Source: an optimization exercise on an open RTL-to-GDS flow (aim: small area, a short achievable clock period and few clock cycles per item). Production flows keep margins and buffers that such runs may drop. No activity file was given, so power comes from the tool's default toggle rates.

Setup of rev 12:
Design fpm, start of the top module:
module fpm(
  input clk,
  input rst,
  input [31:0] number_in,
  input number_a_valid,
  output number_a_ready,
  input number_b_valid,
  output number_b_ready,
  output [31:0] number_out,
  output result_valid
);
Size: ~2000 cells after synthesis, about 250 flip-flops, ~20000 um^2 of cells after synthesis.
make LEC_CHECK=0 CAP_MARGIN=20 CORE_MARGIN=2 CORE_UTILIZATION=40 SETUP_SLACK_MARGIN=5 SLEW_MARGIN=20 SYNTH_HIERARCHICAL=1 finish   # period 9.0 ns
run.sh (not shown) runs the stock make flow with config.mk's settings and CLKGATE_MAP_FILE= SYNTH_SCRIPT=/design/flow/synth_recipe.tcl, a recipe that flattens the netlist after the stock synthesis.
diff inputs: rev 12 => rev 13
diff --git a/flow/design.v b/flow/design.v
--- a/flow/design.v
+++ b/flow/design.v
@@ -10,41 +10,42 @@
   output [31:0] number_out,
   output result_valid
 );
   reg phase;             
   reg nrm_a, nrm_b;      
   reg vx, vy, vz, vw;    
   reg slow;              
   reg rv;
   reg ar_q, br_q;        
   reg [31:0] ra, rb;
+  reg        hb;         
   reg [4:0]  k;          
   reg [12:0] mm;         
   reg [36:0] tsn, tcn;   
   reg        c13, stlo;  
   reg [9:0]  s1_e;       
   reg        s1_s, s1_nan, s1_inf, s1_zero, s1_slow;
   reg [25:0] sig;        
   reg [9:0]  e;          
   reg        le0;        
   reg        s2_s, s2_nan, s2_inf, s2_zero;
   reg [31:0] out;
   wire [7:0] ea = ra[30:23];
   wire [7:0] eb = rb[30:23];
   wire ha = |ea;
-  wire hb = |eb;
+  wire hb_e = |eb;
   wire [23:0] ma = {ha, ra[22:0]};
   wire [23:0] mb = {hb, rb[22:0]};
   wire fa0 = ~|ra[22:0];
   wire fb0 = ~|rb[22:0];
   wire a_zero = ~ha & fa0;
-  wire b_zero = ~hb & fb0;
+  wire b_zero = ~hb_e & fb0;
   wire a_max = &ea;
   wire b_max = &eb;
   wire a_nan = a_max & ~fa0;
   wire b_nan = b_max & ~fb0;
   wire a_inf = a_max & fa0;
   wire b_inf = b_max & fb0;
   wire [7:0] ein = number_in[30:23];
   wire in_f0 = ~|number_in[22:0];
   wire in_sub = ~|ein & ~in_f0;
   wire in_spec = (~|ein & in_f0) | &ein;
@@ -56,22 +57,23 @@
   wire vx_next;
   wire a_fire = number_a_valid & ar_q;
   wire b_fire = number_b_valid & br_q;
   assign number_a_ready = ar_q;
   assign number_b_ready = br_q;
   assign result_valid = rv;
   assign number_out = out;
   wire phase_n = a_fire | (phase & ~b_fire);
   wire nrm_a_n = b_fire ? go_a : (nrm_a & ~ra[22]);
   wire nrm_b_n = b_fire ? go_b : (nrm_b & ~rb[22]);
-  wire slow_set = vx & ~x_nan & ~x_inf & ~x_zero & (ex[9] | (ex[9:1] == 9'd0));
-  wire slow_n = slow_set | (slow & ~(vw & ~busy & ~vy & ~vz));
+  wire [8:0] esum_in = {1'b0, ea | {7'd0, ~ha}} + {1'b0, ein | {7'd0, ~|ein}};
+  wire slow_set = b_fire & (go_a | go_b | (esum_in <= 9'd127));
+  wire slow_n = slow_set | (slow & ~(vw & ~busy & ~vx & ~vy & ~vz & ~normalising));
   assign vx_next = rst & ((b_fire & ~go_a & ~go_b) | (nrm_a & ra[22]) | (nrm_b & rb[22]));
   wire [23:0] acc_s = ~tsn[36:13] & {24{~vx}};
   wire [23:0] acc_c = ~tcn[36:13] & {24{~vx}};
   wire [36:0] tree_sn, tree_cn;
   wire t1 = ~(mb[0] & mm[0]);
   wire t2 = ~(acc_s[0]);
   wire t3 = ~(acc_c[0]);
   wire t4 = ~(mb[1] & mm[0]);
   wire t5 = ~(mb[0] & mm[1]);
   wire t6 = ~(acc_s[1]);
@@ -949,21 +951,21 @@
   wire t878, t879;
   fpm_fa u_t878 (.a(t809), .b(t810), .c(t746), .s(t878), .co(t879));
   wire t880, t881;
   fpm_fa u_t880 (.a(t811), .b(t812), .c(t329), .s(t880), .co(t881));
   wire t882, t883;
   fpm_fa u_t882 (.a(t813), .b(t814), .c(t332), .s(t882), .co(t883));
   wire t884, t885;
   fpm_fa u_t884 (.a(t815), .b(t333), .c(t334), .s(t884), .co(t885));
   assign tree_sn = {1'b1, t885, t883, t881, t879, t877, t875, t873, t871, t869, t867, t865, t863, t861, t859, t857, t855, t853, t851, t849, t847, t845, t843, t841, t839, t837, t835, t833, t831, t829, t827, t825, t823, t821, t819, t817, t816};
   assign tree_cn = {1'b1, t335, t884, t882, t880, t878, t876, t874, t872, t870, t868, t866, t864, t862, t860, t858, t856, t854, t852, t850, t848, t846, t844, t842, t840, t838, t836, t834, t832, t830, t828, t826, t824, t822, t820, t818, t3};
-  wire [9:0] ex = {2'b00, ea | {7'd0, ~ha}} + {2'b00, eb | {7'd0, ~hb}} - 10'd126 - {5'd0, k};
+  wire [9:0] ex = {2'b00, ea | {7'd0, ~ha}} + {2'b00, eb | {7'd0, ~hb_e}} - 10'd126 - {5'd0, k};
   wire x_nan = a_nan | b_nan | (a_inf & b_zero) | (b_inf & a_zero);
   wire x_inf = (a_inf | b_inf) & ~x_nan;
   wire x_zero = (a_zero | b_zero) & ~x_nan & ~x_inf;
   wire [13:0] lo = {1'b0, ~tsn[12:0]} + {1'b0, ~tcn[12:0]};
   wire [34:0] phn = tsn[34:0] + tcn[34:0] + {34'd0, ~c13};
   wire [34:0] ph = ~phn;   
   wire        p47 = ph[34];
   wire [25:0] sig_z = p47 ? {ph[34:10], stlo | |ph[9:0]} : {ph[33:9], stlo | |ph[8:0]};
   wire [9:0]  s1_em1 = s1_e - 10'd1;
   wire [9:0]  e_z = p47 ? s1_e : s1_em1;
@@ -985,20 +987,24 @@
       ra[22:0] <= {ra[21:0], 1'b0};
       if (ra[22]) ra[30:23] <= 8'd1;
     end
     if (b_fire)
       rb <= number_in;
     else if (nrm_b) begin
       rb[22:0] <= {rb[21:0], 1'b0};
       if (rb[22]) rb[30:23] <= 8'd1;
     end
     if (b_fire)
+      hb <= |ein;
+    else if (nrm_b & rb[22])
+      hb <= 1'b1;
+    if (b_fire)
       k <= 5'd0;
     else if (normalising)
       k <= k + 5'd1;
     if (vx) begin
       s1_e <= ex;
       s1_s <= (ra[31] ^ rb[31]) & ~(a_nan | b_nan);
       s1_nan <= x_nan;
       s1_inf <= x_inf;
       s1_zero <= x_zero;
     end
[summary]
- Detailed route, rev 13 vs rev 12: via total higher for rev 13
- From rev 13 to rev 12, aggregate negative setup slack did not move at all.
- [rev 13] die boundary width rose 2.1 um relative to rev 12
- Met1 wire length (higher): rev 13
- Higher power consumption goes to rev 12 over rev 13.
- Rev 13 packs its core more loosely than rev 12.
Function was not checked in any run of this note: the RTL went through the layout flow alone.

========
fpm, a different RTL version from the one above (not shown whole).
Size: ~260 flip-flops, roughly 71 I/O pins.
Settings: LEC_CHECK=0, CAP_MARGIN=20, CORE_MARGIN=2, CORE_UTILIZATION=40, SETUP_SLACK_MARGIN=5, SLEW_MARGIN=20, SYNTH_HIERARCHICAL=1; clock period 9.0 ns.
standard.sh (not shown) runs the stock make flow with config.mk's settings and CLKGATE_MAP_FILE= SYNTH_SCRIPT=/design/flow/synth_recipe.tcl, a recipe that flattens the netlist after the stock synthesis.
==> flow/flow/run.sh <==
#!/bin/bash
set -euo pipefail
bash standard.sh SETUP_SLACK_MARGIN=5.5 BUFFER_PORTS_ARGS=-buffer_cell\ sky130_fd_sc_hd__buf_1 CTS_ARGS=-sink_clustering_enable\ -repair_clock_nets\ -dont_use_dummy_load\ -buf_list\ sky130_fd_sc_hd__clkbuf_16\ -sink_clustering_size\ 30\ -sink_clustering_max_diameter\ 70 finish > standard.log 2>&1
Rerun with:
--- a/flow/design.v
+++ b/flow/design.v
@@ -8,13 +8,13 @@
   input number_b_valid,
   output number_b_ready,
   output [31:0] number_out,
   output result_valid
 );
   reg phase;             
-  reg nrm_a, nrm_b;      
+  reg nrm_b;             
   reg vx, vy, vz, vw;    
   reg slow;              
   reg rv;
   reg ar_q, br_q;        
   reg [31:0] ra, rb;
   reg        hb;         
@@ -50,21 +50,22 @@
   wire in_sub = ~|ein & ~in_f0;
   wire in_spec = (~|ein & in_f0) | &ein;
   wire a_sub = ~ha & ~fa0;
   wire a_spec = a_zero | a_max;
   wire go_a = a_sub & ~in_sub & ~in_spec;
   wire go_b = in_sub & ~a_sub & ~a_spec;
-  wire normalising = nrm_a | nrm_b;
+  wire normalising = nrm_b;
   wire vx_next;
   wire a_fire = number_a_valid & ar_q;
   wire b_fire = number_b_valid & br_q;
+  wire swap = b_fire & a_sub;
   assign number_a_ready = ar_q;
   assign number_b_ready = br_q;
   assign result_valid = rv;
   assign number_out = out;
-  assign vx_next = rst & ((b_fire & ~go_a & ~go_b) | (nrm_a & ra[22]) | (nrm_b & rb[22]));
+  assign vx_next = rst & ((b_fire & ~go_a & ~go_b) | (nrm_b & rb[22]));
   wire [23:0] acc_s = ~tsn[36:13] & {24{~vx}};
   wire [23:0] acc_c = ~tcn[36:13] & {24{~vx}};
   wire [36:0] tree_sn, tree_cn;
   wire t1 = ~(mb[0] & mm[0]);
   wire t2 = ~(acc_s[0]);
   wire t3 = ~(acc_c[0]);
@@ -1313,39 +1314,38 @@
   wire        ovf  = fe_r[9] | fe_r[8] | &fe_r[7:0];
   wire [31:0] res_w = s2_nan  ? {s2_s, 31'h7fc00000} :
                       s2_zero ? {s2_s, 31'd0} :
                       (s2_inf | ovf) ? {s2_s, 8'hff, 23'd0} :
                       {s2_s, fe_r[7:0], mant_r};
   wire phase_n = a_fire | (phase & ~b_fire);
-  wire nrm_a_n = b_fire ? go_a : (nrm_a & ~ra[22]);
-  wire nrm_b_n = b_fire ? go_b : (nrm_b & ~rb[22]);
+  wire nrm_b_n = b_fire ? (go_a | go_b) : (nrm_b & ~rb[22]);
   wire [7:0] ea1 = ea | {7'd0, ~ha};
   wire [7:0] eb1 = eb | {7'd0, ~hb_e};
   wire [7:0] es_c;
   assign es_c[0] = 1'b0;
   generate
     for (gl = 0; gl < 7; gl = gl + 1) begin : g_es
       assign es_c[gl+1] = (ea1[gl] & eb1[gl]) | ((ea1[gl] | eb1[gl]) & es_c[gl]);
     end
   endgenerate
   wire slow_set = vx & ((k != 5'd0) | (~ea1[7] & ~eb1[7] & ~es_c[7]));
   wire slow_n = slow_set | (slow & ~(vw & ~busy & ~vx & ~vy & ~vz & ~normalising));
   always @(posedge clk) begin
-    if (ar_q)
+    if (ar_q | swap)
       ra <= number_in;
-    else if (nrm_a) begin
-      ra[22:0] <= {ra[21:0], 1'b0};
-      if (ra[22]) ra[30:23] <= 8'd1;
-    end
-    if (phase)
+    if (swap)
+      rb <= ra;
+    else if (phase)
       rb <= number_in;
     else if (nrm_b) begin
       rb[22:0] <= {rb[21:0], 1'b0};
       if (rb[22]) rb[30:23] <= 8'd1;
     end
-    if (phase)
+    if (swap)
+      hb <= 1'b0;
+    else if (phase)
       hb <= |ein;
     else if (nrm_b & rb[22])
       hb <= 1'b1;
     if (phase)
       k <= 5'd0;
     else if (normalising)
@@ -1360,14 +1360,12 @@
     tsn <= tree_sn;
     tcn <= tree_cn;
     c13 <= lo_c[13];
     stlo <= lo_nz;
     if (vx)
       mm <= {2'b00, ma[23:13]};
-    else if (nrm_a)
-      mm <= {ra[11:0], 1'b0};
     else
       mm <= ra[12:0];
     if (!busy) begin
       sig <= sig_z;
       e <= e_z;
       le0 <= le0_z;
@@ -1380,33 +1378,31 @@
     s2_nan <= s1_nan & ~busy;
     s2_inf <= s1_inf & ~busy;
     s2_zero <= s1_zero & ~busy;
     out <= res_w;
     if (rst == 0) begin
       phase <= 1'b0;
-      nrm_a <= 1'b0;
       nrm_b <= 1'b0;
       vx <= 1'b0;
       vy <= 1'b0;
       vz <= 1'b0;
       vw <= 1'b0;
       slow <= 1'b0;
       rv <= 1'b0;
       ar_q <= 1'b1;      
       br_q <= 1'b0;
     end else begin
       phase <= phase_n;
-      nrm_a <= nrm_a_n;
       nrm_b <= nrm_b_n;
       vx <= vx_next;
       vy <= vx;
       vz <= vy;
       vw <= vz | busy;
       rv <= vw & ~busy;
       slow <= slow_n;
-      ar_q <= ~phase_n & ~nrm_a_n & ~nrm_b_n;
+      ar_q <= ~phase_n & ~nrm_b_n;
       br_q <= phase_n & ~slow_n;
     end
   end
 endmodule
 module fpm_fa(input a, input b, input c, output s, output co);
   assign s = a ^ b ^ c;
The new run produced a clean layout; utilization rose by 1.3 points; final cell count rose by 1.4%; maximum frequency fell by 1.6%; die area fell by 0.42%; sequential share of layout area fell by 0.47 points.
No functional check of the RTL was part of any run of this note.

## separate check: timing with driven ports
How much do the figures lean on ideal ports? The routed layouts below were timed once more, with nothing changed but the port constraints. Step 1 (the two cells are an assumption about what drives the block):
set clk [get_ports {clk}]
set_driving_cell -lib_cell sky130_fd_sc_hd__clkbuf_16 $clk
set_driving_cell -lib_cell sky130_fd_sc_hd__buf_2 [delete_from_list [all_inputs] $clk]
Step 2 adds t to the input delays and takes it off the output delays; t is the mean of the earliest and latest rising clock arrival at the registers after step 1. Input paths then give back, and output paths get back, about the clock's delay inside the block. Three values: ideal ports, drivers, drivers and shift; two values: the first two.
run	t (ns)	setup slack, ns	cell pins on the clock port's net
rev 12	0.619	5.192 / 5.192 / 4.833	1
rev 13	0.631	5.220 / 5.220 / 4.696	1
the first run of note 2	0.573	5.505 / 5.505 / 5.475	1
the second run of note 2	0.590	5.446 / 5.446 / 5.232	1
After both steps every run listed still meets setup and hold. The setup slack of rev 13, which loses most, moves by 0.000 ns with the drivers and by -0.524 ns with both steps.
